Source: an optimization exercise on an open RTL-to-GDS flow (aim: small area). Production flows keep margins and buffers that such runs may drop. Function was checked by simulation only, so behaviour that the tests miss may differ from the original.

==> 03-01 <==
Design Processor, start of the top module:
module Processor(clk, rst, i_hit, instr, i_addr, d_hit, d_addr, Mem_re, Mem_we, wrt_data, rd_data, send, send_data, full, Spart_RCV, spart_addr, spart_data, PC_in, d_addr_pre, wt_EXMEM_out, Accelerator_mode_out, Accelerator_rst_out, Accelerator_addr_out, Accelerator_send_data, Accelerator_receive_data, Accelerator_stall, Accelerator_keyfound);
	parameter RESERVED_AREA = 16'h1000;
	parameter Illegal_PC_Handler = 16'h0300;
	parameter Illegal_Register_Access_Handler = 16'h0200;
	parameter Illegal_Memory_Access_Handler = 16'h0400;
	parameter Spart_Handler = 16'h0030;
	parameter Accelerator_Handler = 16'h0500;
	input clk, rst, i_hit, d_hit, full, Spart_RCV, Accelerator_keyfound, Accelerator_stall;
	input [15:0] instr, rd_data, spart_data;
	output [15:0] i_addr, d_addr, wrt_data, PC_in, d_addr_pre;
	output Mem_re, Mem_we, send, wt_EXMEM_out;
	output [7:0] send_data;
	output [2:0] spart_addr;
	output [1:0] Accelerator_mode_out;
	output Accelerator_rst_out;
	output [4:0] Accelerator_addr_out;
	output [15:0] Accelerator_send_data;
	input [15:0] Accelerator_receive_data;
	reg rst_cycle;
	reg [15:0] PC;
	reg [15:0] ifid_instr, ifid_pc;
	reg ifid_j;
	reg [2:0] ex_aluop;
	reg [3:0] ex_dst;
	reg ex_fix0, ex_fix1;       
	reg ex_we, ex_taken, ex_mre, ex_mwe, ex_sendsel, ex_wt;
	reg [1:0] ex_upd, ex_srcsel, ex_mode;
	reg [2:0] ex_cond;
	reg [15:0] ex_p0;
	reg [15:0] ex_p1;           
	reg send_r;
	reg [2:0] spart_r;
	reg [1:0] accm_r;
	reg [4:0] acca_r;
	reg accr_r;
	reg mem_we, Mem_re_r, Mem_we_r, wt_r;
	reg [3:0] mem_dst;
	reg [15:0] mem_data;        
	reg [15:0] wrt_r;
	reg [2:0] intr_q;           
	reg [1:0] Mode;
	reg Z_I, O_I, N_I, Z_U, O_U, N_U;
	reg [1:0] Acc_Stall_Flag;
	reg [15:0] Acc_Data_Hold;
	reg [15:0] RF [0:15];
	wire mem_op = Mem_re_r | Mem_we_r;
	wire s_all = ~i_hit | (mem_op & ~d_hit) | Accelerator_stall;
	wire [3:0] p0_addr, p1_addr;
	wire id_mwe;
	wire lu_cond = ex_mre & ~id_mwe;
	wire lu_hit = (ex_dst == p0_addr) | (ex_dst == p1_addr);
	wire send_full = send_r & full;
	wire IFID_stall = s_all | (lu_cond ? lu_hit : send_full);
	wire IDEX_stall = s_all | (~lu_cond & send_full);
	wire IDEX_flush = ~s_all & lu_cond & lu_hit;
	wire [15:0] ins = ifid_instr;
  ...
Settings: LEC_CHECK=0, CAP_MARGIN=20, CORE_MARGIN=2, CORE_UTILIZATION=60, SLEW_MARGIN=20; clock period 10.0 ns.
standard.sh (not shown) runs the stock make flow with config.mk's settings and CLKGATE_MAP_FILE= SYNTH_SCRIPT=/design/flow/synth_recipe.tcl, a recipe that flattens the netlist after the stock synthesis.
==> flow/flow/run.sh <==
#!/bin/bash
# Own layout flow: the standard ORFS flow, with three changes:
#  - synthesis maps the logic with an area-oriented ABC script (flow/area.abc);
#    everything else in synthesis, registers included, is the standard synthesis;
#  - ports are buffered with the smallest buffer (buf_1);
#  - clock tree with small clock buffers and no dummy loads.
# Each tool's full output stays in orfs/logs/...; make's output goes to flow_make.log here.
set -euo pipefail
W=$(pwd)
F="$W/flow"
{
  printf 'proc abc {args} { set i [lsearch $args -script]; if {$i >= 0} {lset args [expr {$i + 1}] %s}; yosys abc {*}$args }\n' "$F/area.abc"
  cat "$W/synth_recipe.tcl"
} > "$W/own_synth.tcl"
sed "s#SYNTH_SCRIPT=[^ ]*synth_recipe.tcl#SYNTH_SCRIPT=$W/own_synth.tcl#" "$W/standard.sh" > "$W/own_standard.sh"
grep -q own_synth.tcl "$W/own_standard.sh"
export BUFFER_PORTS_ARGS="-buffer_cell sky130_fd_sc_hd__buf_1"
export CTS_ARGS="-sink_clustering_enable -repair_clock_nets -dont_use_dummy_load -buf_list sky130_fd_sc_hd__clkbuf_8"
bash "$W/own_standard.sh" finish > "$W/flow_make.log" 2>&1
==> flow/flow/area.abc <==
strash
&get -n
&fraig -x
&put
scorr
dc2
dretime
strash
dch -f
amap -F 6 -A 20
==> inputs of 06-20, as changes to 03-01 <==
--- a/flow/design.v
+++ b/flow/design.v
@@ -19,15 +19,15 @@
 	reg rst_cycle;
 	reg [15:0] PC;
 	reg [15:0] ifid_instr, ifid_pc;
 	reg ifid_j;
 	reg [2:0] ex_aluop;
 	reg [3:0] ex_dst;
 	reg ex_fix0, ex_fix1;       
-	reg ex_we, ex_taken, ex_mre, ex_mwe, ex_sendsel, ex_wt;
+	reg ex_we, ex_taken, ex_mre, ex_mwe, ex_wt;
 	reg [1:0] ex_upd, ex_srcsel, ex_mode;
 	reg [2:0] ex_cond;
 	reg [15:0] ex_p0;
 	reg [15:0] ex_p1;           
 	reg send_r;
 	reg [2:0] spart_r;
 	reg [1:0] accm_r;
@@ -50,15 +50,15 @@
 	wire lu_cond = ex_mre & ~id_mwe;
 	wire lu_hit = (ex_dst == p0_addr) | (ex_dst == p1_addr);
 	wire send_full = send_r & full;
 	wire IFID_stall = s_all | (lu_cond ? lu_hit : send_full);
 	wire IDEX_stall = s_all | (~lu_cond & send_full);
 	wire IDEX_flush = ~s_all & lu_cond & lu_hit;
 	wire [15:0] ins = ifid_instr;
-	reg id_we, p1_sel, jump, J_sel, id_mre, id_mwe_r, send_sel, id_send, wt_in, Bad_Instr, id_br, id_jal, taken_in;
+	reg id_we, p1_sel, jump, J_sel, id_mre, id_mwe_r, id_send, wt_in, Bad_Instr, id_br, id_jal, id_lhb, taken_in;
 	reg [3:0] p0_addr_r, p1_addr_r;
 	reg [2:0] Alu_Op, condition, id_spart;
 	reg [15:0] Imme;
 	reg [1:0] Updateflag, source_sel, Mode_Set, acc_mode;
 	reg [4:0] acc_addr;
 	reg acc_rst, p0_re, p1_re;
 	assign p0_addr = p0_addr_r;
@@ -77,15 +77,15 @@
 		condition = 3'h7;
 		taken_in = ins[8];
 		J_sel = 0;
 		source_sel = 2'b00;
 		id_mre = 0;
 		id_mwe_r = 0;
 		Mode_Set = 0;
-		send_sel = ins[0];
+		id_lhb = 0;
 		id_send = 0;
 		id_spart = 3'h0;
 		p0_re = 0;
 		p1_re = 0;
 		wt_in = 0;
 		acc_mode = 0;
 		acc_addr = 0;
@@ -118,22 +118,24 @@
 					default: Alu_Op = 3'h5;
 				endcase
 				p1_sel = 1;
 			end
 			4'h6: begin  
 				id_we = |ins[11:8];
 				p0_addr_r = ins[11:8];
-				Alu_Op = 3'h6;
+				source_sel = 2'b01;  
 				p1_sel = 1;
 			end
 			4'h5: begin  
 				id_we = |ins[11:8];
 				p0_addr_r = ins[11:8];
-				Alu_Op = 3'h7;
+				source_sel = 2'b01;  
+				Imme = {ins[7:0], 8'h00};
 				p1_sel = 1;
+				id_lhb = 1;
 			end
 			4'h8: begin  
 				jump = &ins[11:9] | ins[8];
 				condition = ins[11:9];
 				id_br = 1;
 			end
 			4'ha: begin  
@@ -210,17 +212,30 @@
 		end
 	endgenerate
 	wire [15:0] data_EXMEM_in, data_MEMWB_in;
 	wire h0e = (ex_dst == p0_addr) & ex_we;
 	wire h0m = (mem_dst == p0_addr) & mem_we;
 	wire h1e = (ex_dst == p1_addr) & ex_we;
 	wire h1m = (mem_dst == p1_addr) & mem_we;
-	wire [15:0] p0v = h0e ? data_EXMEM_in : h0m ? data_MEMWB_in : RF[p0_addr];
-	wire [15:0] p1r = h1e ? data_EXMEM_in : h1m ? data_MEMWB_in : RF[p1_addr];
-	wire [15:0] p1v = p1_sel ? Imme : p1r;
+	wire [15:0] s0, s1;
+	wire [255:0] rf_flat;
+	genvar gs;
+	generate
+		for (gs = 0; gs < 16; gs = gs + 1) begin : rsel
+			assign s0[gs] = (p0_addr == gs) & ~h0e & ~h0m;
+			assign s1[gs] = (p1_addr == gs) & ~h1e & ~h1m;
+			assign rf_flat[16*gs +: 16] = RF[gs];
+		end
+	endgenerate
+	wire [15:0] p0v, p1r;
+	RF_read rd0(.sel(s0), .sel_e(h0e), .sel_m(h0m & ~h0e), .rf(rf_flat), .d_e(data_EXMEM_in), .d_m(data_MEMWB_in), .q(p0v));
+	RF_read rd1(.sel(s1), .sel_e(h1e), .sel_m(h1m & ~h1e), .rf(rf_flat), .d_e(data_EXMEM_in), .d_m(data_MEMWB_in), .q(p1r));
+	wire [15:0] p1v0 = p1_sel ? Imme : p1r;
+	wire [7:0] p1v_lo = id_lhb ? p0v[7:0] : (id_send & ins[0]) ? p1v0[15:8] : p1v0[7:0];
+	wire [15:0] p1v = {p1v0[15:8], p1v_lo};
 	wire miss;
 	wire Illegal_PC = ~ifid_j & (Mode == 2'b01) & (ifid_pc < RESERVED_AREA);
 	wire Illegal_Memory = (id_mre | id_mwe) & (Mode == 2'b01) & (p0v < RESERVED_AREA);
 	wire Store_Current = ~miss & ~IFID_stall & (|intr_q);
 	reg [15:0] intr_vec;
 	always @(*)
 		case (intr_q)
@@ -274,15 +289,24 @@
 	genvar gp;
 	generate
 		for (gp = 0; gp < 16; gp = gp + 1) begin : pinc
 			assign pc_inc[gp] = PC[gp] ^ pcc[gp];
 			assign pcc[gp+1] = PC[gp] & pcc[gp];
 		end
 	endgenerate
-	assign i_addr = J ? J_R : (IFID_stall | mode0) ? PC : pc_inc;
+	wire hold_pc = IFID_stall | mode0;
+	wire nj = ~miss & ~IFID_stall;
+	wire s_miss = miss;
+	wire s_intr = nj & (|intr_q);
+	wire s_jr = nj & ~(|intr_q) & jump & J_sel;
+	wire s_tgt = nj & ~(|intr_q) & jump & ~J_sel;
+	wire s_hold = ~J & hold_pc;
+	wire s_inc = ~J & ~hold_pc;
+	assign i_addr = ({16{s_miss}} & ex_p1) | ({16{s_intr}} & intr_vec) | ({16{s_jr}} & p0v)
+		| ({16{s_tgt}} & target) | ({16{s_hold}} & PC) | ({16{s_inc}} & pc_inc);
 	assign PC_in = PC;
 	always @(posedge clk)
 		if (rst)
 			PC <= 16'h0b00;
 		else
 			PC <= i_addr;
 	always @(posedge clk) begin
@@ -307,27 +331,27 @@
 		for (gi = 0; gi < 16; gi = gi + 1) begin : iinc
 			assign inc[gi] = ifid_pc[gi] ^ ic[gi];
 			assign ic[gi+1] = ifid_pc[gi] & ic[gi];
 		end
 	endgenerate
 	wire use_target = id_br & ~ins[8] & ~sc;
 	wire use_inc = id_br | id_jal | sc;
-	wire [15:0] p1_next = use_target ? target : use_inc ? inc : p1v;
+	wire id_sub = (ins[15:12] == 4'h1);
+	wire [15:0] p1_next = use_target ? target : use_inc ? inc : (p1v ^ {16{id_sub}});
 	always @(posedge clk) begin
 		ex_mode <= Mode;
 		if (!IDEX_stall) begin
 			ex_aluop <= Alu_Op;
 			ex_dst <= sc ? 4'hf : id_dst;
 			ex_fix0 <= h0e & ex_mre;
 			ex_fix1 <= h1e & ex_mre;
 			ex_p0 <= p0v;
 			ex_p1 <= p1_next;
 			ex_taken <= taken_in;
 			ex_srcsel <= sc ? 2'b01 : source_sel;
-			ex_sendsel <= send_sel;
 		end
 		if (flush) begin
 			ex_we <= 0;
 			ex_upd <= 0;
 			ex_cond <= 3'h7;
 			ex_mre <= 0;
 			ex_mwe <= 0;
@@ -377,48 +401,17 @@
 	assign send = send_r;
 	assign spart_addr = spart_r;
 	assign Accelerator_mode_out = accm_r;
 	assign Accelerator_addr_out = acca_r;
 	assign Accelerator_rst_out = accr_r;
 	assign Accelerator_send_data = ex_p0;
 	wire [15:0] src0 = ex_p0, src1 = ex_p1;
-	wire sub = (ex_aluop == 3'h1);
-	wire [15:0] src_t = src1 ^ {16{sub}};
-	wire [15:0] Sum;
-	wire [16:0] cy;
-	assign cy[0] = sub;
-	genvar ga;
-	generate
-		for (ga = 0; ga < 16; ga = ga + 1) begin : aadd
-			assign Sum[ga] = src0[ga] ^ src_t[ga] ^ cy[ga];
-			assign cy[ga+1] = (src0[ga] & src_t[ga]) | (cy[ga] & (src0[ga] ^ src_t[ga]));
-		end
-	endgenerate
-	wire ov = (Sum[15] != src0[15]) & (src0[15] == src_t[15]);
-	wire [15:0] dst_ARI = ov ? (16'h8000 ^ {16{Sum[15]}}) : Sum;
-	wire sh_left = (ex_aluop == 3'h3);
-	wire sh_fill = (ex_aluop == 3'h5) & src0[15];
-	wire [15:0] sh_x, sh_r;
-	wire [31:0] sh_w = {{16{sh_fill}}, sh_x} >> src1[3:0];
-	genvar gk;
-	generate
-		for (gk = 0; gk < 16; gk = gk + 1) begin : rev
-			assign sh_x[gk] = sh_left ? src0[15-gk] : src0[gk];
-			assign sh_r[gk] = sh_left ? sh_w[15-gk] : sh_w[gk];
-		end
-	endgenerate
-	reg [15:0] alu_out;
-	always @(*)
-		case (ex_aluop)
-			3'h0, 3'h1: alu_out = dst_ARI;
-			3'h2: alu_out = src0 ^ src1;
-			3'h3, 3'h4, 3'h5: alu_out = sh_r;
-			3'h7: alu_out = {src1[7:0], src0[7:0]};
-			default: alu_out = {8'h00, src1[7:0]};
-		endcase
+	wire [15:0] alu_out;
+	wire ov;
+	ALU alu(.src0(src0), .src1(src1), .ex_aluop(ex_aluop), .alu_out(alu_out), .ov(ov));
 	wire Z_in = ~|alu_out;
 	wire N_in = alu_out[15];
 	wire OV_in = ov;
 	always @(posedge clk) begin
 		if (rst | ~|ex_mode) begin
 			Z_I <= 0;
 			O_I <= 0;
@@ -463,32 +456,70 @@
 		case (ex_srcsel)
 			2'b00: src_mux = alu_out;
 			2'b01: src_mux = ex_p1;
 			2'b10: src_mux = spart_data;
 			default: src_mux = acc_data;
 		endcase
 	assign data_EXMEM_in = src_mux;
-	assign send_data = ex_sendsel ? ex_p1[15:8] : ex_p1[7:0];
-	wire [15:0] addr_in = ex_fix0 ? data_MEMWB_in : ex_p0;
-	wire [15:0] wdata_in = ex_fix1 ? data_MEMWB_in : ex_p1;
+	assign send_data = ex_p1[7:0];
+	wire [15:0] addr_in = ex_fix0 ? rd_data : ex_p0;
+	wire [15:0] wdata_in = ex_fix1 ? rd_data : ex_p1;
+	wire [15:0] mem_data_next = s_all ? mem_data : (ex_mre | ex_mwe) ? addr_in : data_EXMEM_in;
+	always @(posedge clk)
+		mem_data <= mem_data_next;
 	always @(posedge clk) begin
 		wt_r <= ex_wt;
 		if (!s_all) begin
 			mem_we <= ex_we;
 			mem_dst <= ex_dst;
 			Mem_re_r <= ex_mre;
 			Mem_we_r <= ex_mwe;
-			mem_data <= (ex_mre | ex_mwe) ? addr_in : data_EXMEM_in;
 			wrt_r <= wdata_in;
 		end
 	end
 	assign Mem_re = Mem_re_r;
 	assign Mem_we = Mem_we_r;
 	assign d_addr = mem_data;
 	assign wrt_data = wrt_r;
 	assign wt_EXMEM_out = wt_r;
-	assign d_addr_pre = (~d_hit & mem_op) ? mem_data : addr_in;
+	assign d_addr_pre = mem_data_next;
 	assign data_MEMWB_in = Mem_re_r ? rd_data : mem_data;
 	always @(posedge clk)
 		if (mem_we & ~s_all)
 			RF[mem_dst] <= data_MEMWB_in;
 endmodule
+module RF_read(input [15:0] sel, input sel_e, sel_m, input [255:0] rf, input [15:0] d_e, d_m, output [15:0] q);
+	reg [15:0] o;
+	integer i;
+	always @(*) begin
+		o = (d_e & {16{sel_e}}) | (d_m & {16{sel_m}});
+		for (i = 0; i < 16; i = i + 1)
+			o = o | (rf[16*i +: 16] & {16{sel[i]}});
+	end
+	assign q = o;
+endmodule
+module ALU(input [15:0] src0, src1, input [2:0] ex_aluop, output [15:0] alu_out, output ov);
+	wire sub = (ex_aluop == 3'h1);
+	wire [15:0] src_t = src1;
+	wire [15:0] Sum = src0 + src_t + {15'd0, sub};
+	assign ov = (Sum[15] != src0[15]) & (src0[15] == src_t[15]);
+	wire [15:0] dst_ARI = ov ? (16'h8000 ^ {16{Sum[15]}}) : Sum;
+	wire sh_left = (ex_aluop == 3'h3);
+	wire sh_fill = (ex_aluop == 3'h5) & src0[15];
+	wire [15:0] sh_x, sh_r;
+	wire [31:0] sh_w = {{16{sh_fill}}, sh_x} >> src1[3:0];
+	genvar gk;
+	generate
+		for (gk = 0; gk < 16; gk = gk + 1) begin : rev
+			assign sh_x[gk] = sh_left ? src0[15-gk] : src0[gk];
+			assign sh_r[gk] = sh_left ? sh_w[15-gk] : sh_w[gk];
+		end
+	endgenerate
+	reg [15:0] alu_o;
+	always @(*)
+		case (ex_aluop)
+			3'h0, 3'h1: alu_o = dst_ARI;
+			3'h2: alu_o = src0 ^ src1;
+			default: alu_o = sh_r;
+		endcase
+	assign alu_out = alu_o;
+endmodule
--- a/flow/flow/run.sh
+++ b/flow/flow/run.sh
@@ -11,9 +11,9 @@
 {
   printf 'proc abc {args} { set i [lsearch $args -script]; if {$i >= 0} {lset args [expr {$i + 1}] %s}; yosys abc {*}$args }\n' "$F/area.abc"
   cat "$W/synth_recipe.tcl"
 } > "$W/own_synth.tcl"
 sed "s#SYNTH_SCRIPT=[^ ]*synth_recipe.tcl#SYNTH_SCRIPT=$W/own_synth.tcl#" "$W/standard.sh" > "$W/own_standard.sh"
 grep -q own_synth.tcl "$W/own_standard.sh"
 export BUFFER_PORTS_ARGS="-buffer_cell sky130_fd_sc_hd__buf_1"
-export CTS_ARGS="-sink_clustering_enable -repair_clock_nets -dont_use_dummy_load -buf_list sky130_fd_sc_hd__clkbuf_8"
+export CTS_ARGS="-sink_clustering_enable -repair_clock_nets -dont_use_dummy_load -buf_list sky130_fd_sc_hd__clkbuf_8 -sink_clustering_size 10 -sink_clustering_max_diameter 50"
 bash "$W/own_standard.sh" finish > "$W/flow_make.log" 2>&1
SYNTH_HIERARCHICAL = 1   (was not set)
==> inputs of 04-21, as changes to 03-01 <==
--- a/flow/design.v
+++ b/flow/design.v
@@ -17,16 +17,15 @@
 	output [15:0] Accelerator_send_data;
 	input [15:0] Accelerator_receive_data;
 	reg rst_cycle;
 	reg [15:0] PC;
 	reg [15:0] ifid_instr, ifid_pc;
 	reg ifid_j;
 	reg [2:0] ex_aluop;
-	reg [3:0] ex_dst;
-	reg ex_fix0, ex_fix1;       
+	reg [3:0] ex_dst, ex_p0a, ex_p1a;
 	reg ex_we, ex_taken, ex_mre, ex_mwe, ex_sendsel, ex_wt;
 	reg [1:0] ex_upd, ex_srcsel, ex_mode;
 	reg [2:0] ex_cond;
 	reg [15:0] ex_p0;
 	reg [15:0] ex_p1;           
 	reg send_r;
 	reg [2:0] spart_r;
@@ -195,24 +194,15 @@
 		endcase
 		if (Mode == 2'b01 && ((p0_re && p0_addr_r > 4'hc) || (p1_re && p1_addr_r > 4'hc) || (id_we && id_dst > 4'hc) || (ins[15:12] == 4'he && ins[7] == 1'b0)))
 			Bad_Instr = 1;
 		else
 			Bad_Instr = 0;
 	end
 	wire [15:0] br_off = id_jal ? {{4{ins[11]}}, ins[11:0]} : {{7{ins[8]}}, ins[8:0]};
-	wire [15:0] target;
-	wire [16:0] tc;
-	assign tc[0] = 1'b0;
-	genvar gt;
-	generate
-		for (gt = 0; gt < 16; gt = gt + 1) begin : tadd
-			assign target[gt] = ifid_pc[gt] ^ br_off[gt] ^ tc[gt];
-			assign tc[gt+1] = (ifid_pc[gt] & br_off[gt]) | (tc[gt] & (ifid_pc[gt] ^ br_off[gt]));
-		end
-	endgenerate
+	wire [15:0] target = ifid_pc + br_off;
 	wire [15:0] data_EXMEM_in, data_MEMWB_in;
 	wire h0e = (ex_dst == p0_addr) & ex_we;
 	wire h0m = (mem_dst == p0_addr) & mem_we;
 	wire h1e = (ex_dst == p1_addr) & ex_we;
 	wire h1m = (mem_dst == p1_addr) & mem_we;
 	wire [15:0] p0v = h0e ? data_EXMEM_in : h0m ? data_MEMWB_in : RF[p0_addr];
 	wire [15:0] p1r = h1e ? data_EXMEM_in : h1m ? data_MEMWB_in : RF[p1_addr];
@@ -264,25 +254,15 @@
 				2'b11: Mode <= {1'b0, Mode[0]};
 				default: Mode <= Mode;
 			endcase
 	end
 	always @(posedge clk)
 		rst_cycle <= rst;
 	wire mode0 = ~|Mode;
-	wire [15:0] pc_inc;
-	wire [16:0] pcc;
-	assign pcc[0] = 1'b1;
-	genvar gp;
-	generate
-		for (gp = 0; gp < 16; gp = gp + 1) begin : pinc
-			assign pc_inc[gp] = PC[gp] ^ pcc[gp];
-			assign pcc[gp+1] = PC[gp] & pcc[gp];
-		end
-	endgenerate
-	assign i_addr = J ? J_R : (IFID_stall | mode0) ? PC : pc_inc;
+	assign i_addr = J ? J_R : (IFID_stall | mode0) ? PC : PC + 16'd1;
 	assign PC_in = PC;
 	always @(posedge clk)
 		if (rst)
 			PC <= 16'h0b00;
 		else
 			PC <= i_addr;
 	always @(posedge clk) begin
@@ -295,34 +275,25 @@
 			ifid_pc <= PC;
 			ifid_instr <= (J | mode0) ? 16'h0000 : instr;
 			ifid_j <= J;
 		end
 	end
 	wire flush = mode0 | miss | IDEX_flush | Bad_Instr | Illegal_PC | Illegal_Memory;
 	wire sc = Store_Current;
-	wire [15:0] inc;
-	wire [16:0] ic;
-	assign ic[0] = ~sc;
-	genvar gi;
-	generate
-		for (gi = 0; gi < 16; gi = gi + 1) begin : iinc
-			assign inc[gi] = ifid_pc[gi] ^ ic[gi];
-			assign ic[gi+1] = ifid_pc[gi] & ic[gi];
-		end
-	endgenerate
+	wire [15:0] inc = ifid_pc + {15'd0, ~sc};
 	wire use_target = id_br & ~ins[8] & ~sc;
 	wire use_inc = id_br | id_jal | sc;
 	wire [15:0] p1_next = use_target ? target : use_inc ? inc : p1v;
 	always @(posedge clk) begin
 		ex_mode <= Mode;
 		if (!IDEX_stall) begin
 			ex_aluop <= Alu_Op;
 			ex_dst <= sc ? 4'hf : id_dst;
-			ex_fix0 <= h0e & ex_mre;
-			ex_fix1 <= h1e & ex_mre;
+			ex_p0a <= p0_addr;
+			ex_p1a <= p1_addr;
 			ex_p0 <= p0v;
 			ex_p1 <= p1_next;
 			ex_taken <= taken_in;
 			ex_srcsel <= sc ? 2'b01 : source_sel;
 			ex_sendsel <= send_sel;
 		end
 		if (flush) begin
@@ -379,24 +350,15 @@
 	assign Accelerator_mode_out = accm_r;
 	assign Accelerator_addr_out = acca_r;
 	assign Accelerator_rst_out = accr_r;
 	assign Accelerator_send_data = ex_p0;
 	wire [15:0] src0 = ex_p0, src1 = ex_p1;
 	wire sub = (ex_aluop == 3'h1);
 	wire [15:0] src_t = src1 ^ {16{sub}};
-	wire [15:0] Sum;
-	wire [16:0] cy;
-	assign cy[0] = sub;
-	genvar ga;
-	generate
-		for (ga = 0; ga < 16; ga = ga + 1) begin : aadd
-			assign Sum[ga] = src0[ga] ^ src_t[ga] ^ cy[ga];
-			assign cy[ga+1] = (src0[ga] & src_t[ga]) | (cy[ga] & (src0[ga] ^ src_t[ga]));
-		end
-	endgenerate
+	wire [15:0] Sum = src0 + src_t + {15'd0, sub};
 	wire ov = (Sum[15] != src0[15]) & (src0[15] == src_t[15]);
 	wire [15:0] dst_ARI = ov ? (16'h8000 ^ {16{Sum[15]}}) : Sum;
 	wire sh_left = (ex_aluop == 3'h3);
 	wire sh_fill = (ex_aluop == 3'h5) & src0[15];
 	wire [15:0] sh_x, sh_r;
 	wire [31:0] sh_w = {{16{sh_fill}}, sh_x} >> src1[3:0];
 	genvar gk;
@@ -464,16 +426,18 @@
 			2'b00: src_mux = alu_out;
 			2'b01: src_mux = ex_p1;
 			2'b10: src_mux = spart_data;
 			default: src_mux = acc_data;
 		endcase
 	assign data_EXMEM_in = src_mux;
 	assign send_data = ex_sendsel ? ex_p1[15:8] : ex_p1[7:0];
-	wire [15:0] addr_in = ex_fix0 ? data_MEMWB_in : ex_p0;
-	wire [15:0] wdata_in = ex_fix1 ? data_MEMWB_in : ex_p1;
+	wire b0 = (ex_p0a == mem_dst) & mem_we;
+	wire b1 = (ex_p1a == mem_dst) & mem_we;
+	wire [15:0] addr_in = b0 ? data_MEMWB_in : ex_p0;
+	wire [15:0] wdata_in = b1 ? data_MEMWB_in : ex_p1;
 	always @(posedge clk) begin
 		wt_r <= ex_wt;
 		if (!s_all) begin
 			mem_we <= ex_we;
 			mem_dst <= ex_dst;
 			Mem_re_r <= ex_mre;
 			Mem_we_r <= ex_mwe;
==> flow/run.sh (new file) <==
#!/bin/bash
# synth_recipe.tcl (not shown) runs the flow's synth.tcl, then flattens the netlist and writes it again
# the make line also repeats each setting of config.mk as NAME=value (left out here)
make -C /OpenROAD-flow-scripts/flow DESIGN_CONFIG=/design/flow/config.mk WORK_HOME=/design/flow/orfs CLKGATE_MAP_FILE= SYNTH_SCRIPT=/design/flow/synth_recipe.tcl finish
ABC_AREA = 1   (was not set)
removed: flow/flow/run.sh
removed: flow/flow/area.abc
removed: flow/standard.sh
==> results.txt <==
- The flow ran to the end, but the layout failed its checks.
- A clean result was blocked by negative setup slack.
- Once routing completed, OpenROAD measured the worst setup slack at -838.8 ps.
- Setup violations remaining at the end of the flow were counted as 18.
-- figures above: 03-01

==> results.txt <==
- In the post-route analysis, the smallest setup slack over all paths is ~430 ps.
- The flow ran to the end and the layout has no timing, DRC or antenna violations.
- The fraction of final cell area spent on clock buffers and inverters in this run is 0.02898.
- The cell occurring most often along the worst timing path is sky130_fd_sc_hd__nor2_1.
- The fraction of area in multi-input gates is 0.3619.
- The number of distinct standard cells referenced by the synthesized netlist is 48.
- The finished cells cover 24690 um^2.
- The total overflow left after global routing is 0.
-- figures above: 06-20

==> results.txt <==
- The flow ran to the end and the layout has no timing, DRC or antenna violations.
- Setup violations remaining at the end of the flow were counted as 0.
- In this run the critical register-to-register path is launched from ifid_instr[13].
- Setup slack on the critical path of the routed design comes to 1960 ps.
- The die width is 216.2 um.
- The placed wire-length estimate after detailed placement is between 70000 and 80000 um.
- The slowest cell on the critical path is sky130_fd_sc_hd__nand2_1.
-- figures above: 04-21

==> what the ideal ports hide <==
No port has a modelled driver above. Below, the same layouts with a new extraction and two added sets of constraints. Step 1 sets driving cells, clkbuf_16 on the clock port and buf_2 on the other inputs (assumed; they add their load-dependent delay and slew). Step 2 also shifts input and output timing later by t, the mid clock arrival at the registers, as if the neighbouring blocks saw the same clock. a / b / c = ideal ports / drivers / drivers and shift; a / b = the first two.
run | shift t [ns] | slack for setup (ns) | slew at the worst register clock pin (ns) | cell pins on the clock port's net
03-01 | 0.698 | -0.839 / -0.896 / -0.726 | 0.07 / 0.07 | 1
06-20 | 0.704 | 0.429 / 0.374 / 1.078 | 0.08 / 0.08 | 1
04-21 | 0.663 | 1.960 / 1.899 / 2.174 | 0.07 / 0.07 | 1
